This design comes from an exercise in tuning for small area, a short achievable clock period and few clock cycles on the open sky130 flow, not from production work.
In this exercise RTL edits were held to simulation tests only and were not proved equivalent to the original.
Power figures rest on the tool's default switching activity, not on a simulated workload.

===== design.v =====
module SAD(Go, A_Addr, A_Data,B_Addr, B_Data,C_Addr, I_RW,I_En, O_RW,O_En,Done,SAD_Out, Clk, Rst);
input Go;
input [7:0] A_Data,B_Data;
output reg [14:0] A_Addr,B_Addr;
output reg [6:0] C_Addr;
output reg I_RW,I_En,O_RW,O_En,Done;
output reg [31:0] SAD_Out;
input Clk,Rst;
parameter S0 = 3'b000, S1 = 3'b001, S2 = 3'b010, S3a = 3'b011, S3 = 3'b100, S4 = 3'b101, S5 = 3'b110;
reg [2:0] State;
reg[31:0] Sum;
integer I, J, K;
function [14:0] ABSDiff;
    input [14:0] A;
    input [14:0] B;
    if(A>B)
    begin
        ABSDiff = A - B;
    end
    else
    begin
       ABSDiff = B - A; 
    end
endfunction
always @(posedge Clk)
begin
   if(Rst == 1'b1)
   begin
      A_Addr <= {15{1'b0}};
      B_Addr <= {15{1'b0}};
      I_RW <= 1'b0;
      I_En <= 1'b0;
      C_Addr <= {6{1'b0}};
      O_RW <= 1'b0;
      O_En <= 1'b0;
      Done <= 1'b0;
      State <= S0;
      Sum <= 32'b0;
      SAD_Out <= 32'b0;
      I <= 0; J <= 0; K <= 0;
   end 
   else
   begin
       A_Addr <= {15{1'b0}};
       B_Addr <= {15{1'b0}};
       I_RW <= 1'b0;
       I_En <= 1'b0;
       C_Addr <= {6{1'b0}};
       O_RW <= 1'b0;
       O_En <= 1'b0;
       Done <= 1'b0;
       SAD_Out <= 32'b0;
       case(State)
            S0:begin
                if(Go == 1'b1)
                begin
                    State <= S1;
                    I = 0; J = 0; K = 0;
                end
                else
                    State <= S0;
            end
            S1:begin
               Sum <= 32'b0;
               J <= 0;
               State <= S2; 
            end
            S2:begin
               if(!(J==256))
               begin
                    State <= S3a;
                    A_Addr <= I;
                    B_Addr <= I;
                    I_RW <= 1'b0;
                    I_En <= 1'b1;
               end
               else
                    State <= S4;
            end
            S3a:begin
               State <= S3; 
            end
            S3:begin
               Sum <= Sum + ABSDiff(A_Data,B_Data);
               I = I + 1;
               J = J + 1;
               State <= S2; 
            end
            S4:begin
                SAD_Out <= Sum;
                C_Addr <= K;
                K = K + 1;
                O_RW <= 1'b1;
                O_En <= 1'b1;
                if(!(I==32768))
                begin
                    State <= S1;
                end
                else
                begin
                    State <= S5;
                end
            end
            S5:begin
                Done <= 1'b1;
                State <= S0;
            end
       endcase
   end
end
endmodule

===== run.sh =====
#!/bin/bash
# synth_recipe.tcl (not shown) runs the flow's synth.tcl, then flattens the netlist and writes it again
# the make line also repeats each setting of config.mk as NAME=value (left out here)
make -C /OpenROAD-flow-scripts/flow DESIGN_CONFIG=/design/flow/config.mk WORK_HOME=/design/flow/orfs CLKGATE_MAP_FILE= SYNTH_SCRIPT=/design/flow/synth_recipe.tcl finish

===== config.mk =====
export PLATFORM = sky130hd
export DESIGN_NAME = SAD
export DESIGN_NICKNAME = SAD
export VERILOG_FILES = /design/flow/design.v
export SDC_FILE = /design/flow/constraint.sdc
export NUM_CORES = 4
export LEC_CHECK = 0
export CAP_MARGIN = 20
export CORE_MARGIN = 2
export CORE_UTILIZATION = 40
export SLEW_MARGIN = 20

===== constraint.sdc =====
create_clock -name core_clock -period 5.5 [get_ports {Clk}]
set_input_delay 1.1000 -clock core_clock [delete_from_list [all_inputs] [get_ports {Clk}]]
set_output_delay 1.1000 -clock core_clock [all_outputs]
set_load 0.01 [all_outputs]

==> summary.md <==
| Metric | Value |
|---|---|
| Crit Path Class | `in -> reg` |
| Core Region | `between 0.015 and 0.02 sq mm` |
| Reg clk slew, reported paths | `0.06 ns` |
| Sequential element share of the synthesized area | `0.413` |
| Period utilization | `0.951` |
| Drt total wl | `16,900 um` |
| Syn nets | `969` |
| Vias in the first global route | `around 6,000` |
| Main combinational cell family by area after synthesis | `simple AND/OR/NAND/NOR gates` |
| Minimum clock period after layout | `5.23 ns` |
| Port bufs | `91` |
| Netlist cell types | `65` |
| Worst r2r src | `State[2]$_SDFFE_PP0P_` |
| Synth Register Bits | `163` |
| GPL Wtd Cong | `slightly below 0.9` |
| WHS Endpoint | `Sum[31]$_SDFFE_PP0P_` |
| Rel. slew slack | `0.316` |
| Avg Vias per Cell | `between 4 and 5` |
| Asr flop ratio synth | `0` |
| Die W | `145 um` |
| Clk buf depth | `2` |
| Outcome | `no timing/DRC/antenna violations` |
| Unrepaired setup endpoints after global routing | `false` |
| Largest net degree at the start of global routing | `42` |
| Worst setup SP type | `input pin` |
| Peak fanout along the critical path | `8` |
| Min-delay src | `Sum[31]$_SDFFE_PP0P_` |
| PwrDens | `around 270 mW/mm^2` |
| FF-to-FF setup slack | `roughly 2.7 ns` |
| Hpwl dp | `11,900 um` |
| CP required | `around 6 ns` |
| CP max stage cell | `or4_1` |
| Power, Total | `2710 uW` |
| Adder-Cell Fraction of Synth Area | `0.0710` |
| Multiplexer share of the synthesized area | `0.0163` |
| Warnings from Yosys | `1` |
| Post-route ant nets | `0` |
| Share of layout cells above drive strength 1 | `0.113` |
| N_diodes | `0` |
| Site Rows | `51` |
| First-pass GRT wire length | `28,200 um` |
| Post-route setup slack | `about 0.27 ns` |
| Layout area overhead | `26.7%` |
| CP max stage delay | `0.51 ns` |
| Hold Crit Class | `reg -> reg` |
| CTS Buf Count | `17` |
| Xor/xnor share of the synthesized area | `0.0543` |
| IO Count | `93` |
| Slew Limit Fails | `0` |
| MaxCap Viol Count | `0` |
| CTS tree | `built` |
| Die ar. | `0.0209 sq mm` |
| Nets | `1,088` |
| Setup violators final | `0` |
| Final hold violation count | `0` |
| DP Worst Slack | `-0.291 ns` |
| Most used flip-flop cell after synthesis | `dfxtp_1` |
| Final Util | `0.516` |
| CTS Sinks | `163` |
| Compound-Gate Fraction of Synth Area | `0.144` |
| H-Tree Depth | `4` |
| Reg2reg path depth | `8` |
| Die H | `145 um` |
| Worst setup EP type | `flop` |
| Post-Synthesis Cells | `907` |
| Hold path depth | `2` |
| Post-synth EDFFs | `0` |
| Via count | `6,505` |
| Synth Cell Area | `0.00790 sq mm` |
| Gr usage total | `0.166` |
| Clock Tree Root | `clkbuf_16` |
| Initial antenna violation count | `0` |
| Leakage | `0.00395 uW` |
| Crit path DAT | `around 5.6 ns` |
| Critical R2R Capture | `I[31]$_SDFFE_PP0P_` |
| Crit-path cells | `clkdlybuf4s50_1 -> inv_1 -> ha_1 -> o21a_1 -> o31a_1 -> o211a_1 -> o31a_1 -> buf_6 -> a211oi_4 -> a21boi_2 -> xnor2_1 -> ha_1 -> nand4_1 -> a21oi_2 -> o211ai_1 -> a311oi_4 -> a22o_4 -> o21ai_4 -> or4_1 -> o21ai_1` |
| # DRC | `0` |
| Total gr overflow | `0` |
| Tightest Pin Transition | `1.03 ns` |
| Post-Synth Simple-Gate Area | `0.252` |
| Initial Util | `0.407` |
| Skew final | `0.0128 ns` |
| Pre-antenna DRT Iters | `4` |
| VDD IR-drop max | `0.134 mV` |
| Wirelength per Cell | `13.0 um` |
| DR iter-0 viols | `336` |
| Fmax | `191 MHz` |
| Clk latency of the worst-skew pair | `roughly 0.43 ns` |
| Post-synthesis area per instance | `8.71 sq um` |
cells by family (layout without fill, tap and decap cells):
group | Yosys count | in the layout
other cells | 1 | 1
mux | 12 | 12
xor+xnor | 49 | 49
buf+inv | 86 | 218
simple gates | 393 | 393
fa+ha+maj | 43 | 43
flops | 163 | 163
compound gates | 160 | 160
final cells by class:
| cell class | count | area (sq um) |
|---|---|---|
| Fill cell | 1881 | 9390 |
| Sequential cell | 163 | 3260 |
| Tap cell | 265 | 332 |
| Inverter | 37 | 139 |
| Clock buffer | 19 | 453 |
| Clock inverter | 13 | 136 |
| Timing Repair Buffer | 149 | 1360 |
| Multi-Input combinational cell | 658 | 4330 |
state kept, by name, summed over array words and instances, names as in the netlist:
signal and count:
A_Addr 15, C_Addr 7, Done 1, I 32, I_En 1, J 32
K 7, O_RW 1, SAD_Out 32, State 3, Sum 32
critical path: cells and delay by family:
kind,cells,cell delay [ns]
compound gates,12,2.44
xor+xnor,1,0.08
fa+ha+maj,2,0.61
buf+inv,3,0.69
simple gates,2,0.67
metal layers:
metal / part of all wire / GRT usage / up-vias
li1: - / - / 3390
met1: 0.49 / 0.218 / 3021
met2: 0.47 / 0.275 / 77
met3: 0.031 / 0.0341 / 17
met4: 0.012 / 0.0526 / 0
met5: 0 / 0 / -
repair_timing:
item	in CTS	in global routing
setup endpoints to repair	0	15
hold endpoints to repair	0	0
buffers inserted	0	5
hold buffers	0	0
gates resized for setup	0	17
stage by stage:
stage | hold slack (ns) | area (sq um) | TNS, ns | instances
5_1_grt | 0.497 | 10000 | 0 | 1304
6_report | 0.472 | 10000 | 0 | 1304
3_3_place_gp | 0.453 | 9290 | -1.70 | 1267
4_1_cts | 0.479 | 9890 | 0 | 1299
2_1_floorplan | 0.432 | 7900 | 0 | 907
3_5_place_dp | 0.467 | 9300 | -2.96 | 1267
synthesized netlist by cell type, drive strengths merged (15+ instances only):
| master | n | share of area |
|---|---|---|
| dfxtp | 163 | 0.41 |
| nor2 | 114 | 0.055 |
| nand2 | 64 | 0.030 |
| and2 | 61 | 0.048 |
| nand3 | 50 | 0.032 |
| a21oi | 41 | 0.026 |
| ha | 40 | 0.063 |
| inv | 37 | 0.018 |
| xor2 | 29 | 0.032 |
| clkbuf | 26 | 0.012 |
| buf | 23 | 0.019 |
| and3 | 20 | 0.016 |
| xnor2 | 20 | 0.022 |
| o21ai | 19 | 0.013 |
| a22oi | 17 | 0.016 |
| nand4 | 17 | 0.013 |
| a21o | 15 | 0.014 |
placed cells by master, fill, tap and decap left out, drive strengths merged, types with 29 or more instances in the layout:
cell / count
dfxtp: 163
nor2: 114
clkdlybuf4s50: 88
nand2: 64
and2: 61
buf: 59
nand3: 50
inv: 45
a21oi: 41
ha: 40
xor2: 29
worst max path at each step:
| stage | start | cells past startpoint | slack [ns] | endpoint |
|---|---|---|---|---|
| 6_report | A_Data[2] | 20 | 0.27 | Sum[28]$_SDFFE_PP0P_ |
| 5_1_grt | A_Data[2] | 20 | 0.01 | Sum[28]$_SDFFE_PP0P_ |
| 4_1_cts | A_Data[1] | 20 | 0.13 | Sum[28]$_SDFFE_PP0P_ |
| 3_5_place_dp | A_Data[1] | 20 | -0.29 | Sum[28]$_SDFFE_PP0P_ |
| 3_3_place_gp | A_Data[1] | 20 | -0.22 | Sum[28]$_SDFFE_PP0P_ |
| 2_1_floorplan | A_Data[1] | 18 | 0.33 | Sum[18]$_SDFFE_PP0P_ |
power by group:
part           internal, uW  leakage (uW)  switching (uW)
Clock                   664      0.000294             518
Sequential             1180       0.00131            7.03
Combinational           166       0.00235             173
Total                  2010       0.00395             698
Testbench counts, summed over its fixed seeds: cycles 1,579,056.

## static timing again, ports no longer ideal
The results above use ideal ports. As a check the final layout listed here was re-extracted and re-timed, cells and wires unchanged.
Step 1 sets driving cells, clkbuf_16 on the clock port and buf_2 on the other inputs (assumed; they add their load-dependent delay and slew).
Step 2 times the ports against the registers' clock, not the clock port: input delays grow and output delays shrink by t, the midpoint of the rising clock arrivals with the driver on.
Slacks: ideal / step 1 / step 2; pairs: ideal / step 1.
shift t [ns]: 0.464
setup slack, ns: 0.269 / 0.287 / -0.177
latest minus earliest clock arrival (ns): 0.014 / 0.015
worst slew at a driven data input, ns: 0.06
cell pins on the clock port's net: 1
With both steps, setup timing fails in this run, where it was met with ideal ports. The setup slack of this run moves by +0.018 ns with the drivers and by -0.446 ns with both steps.
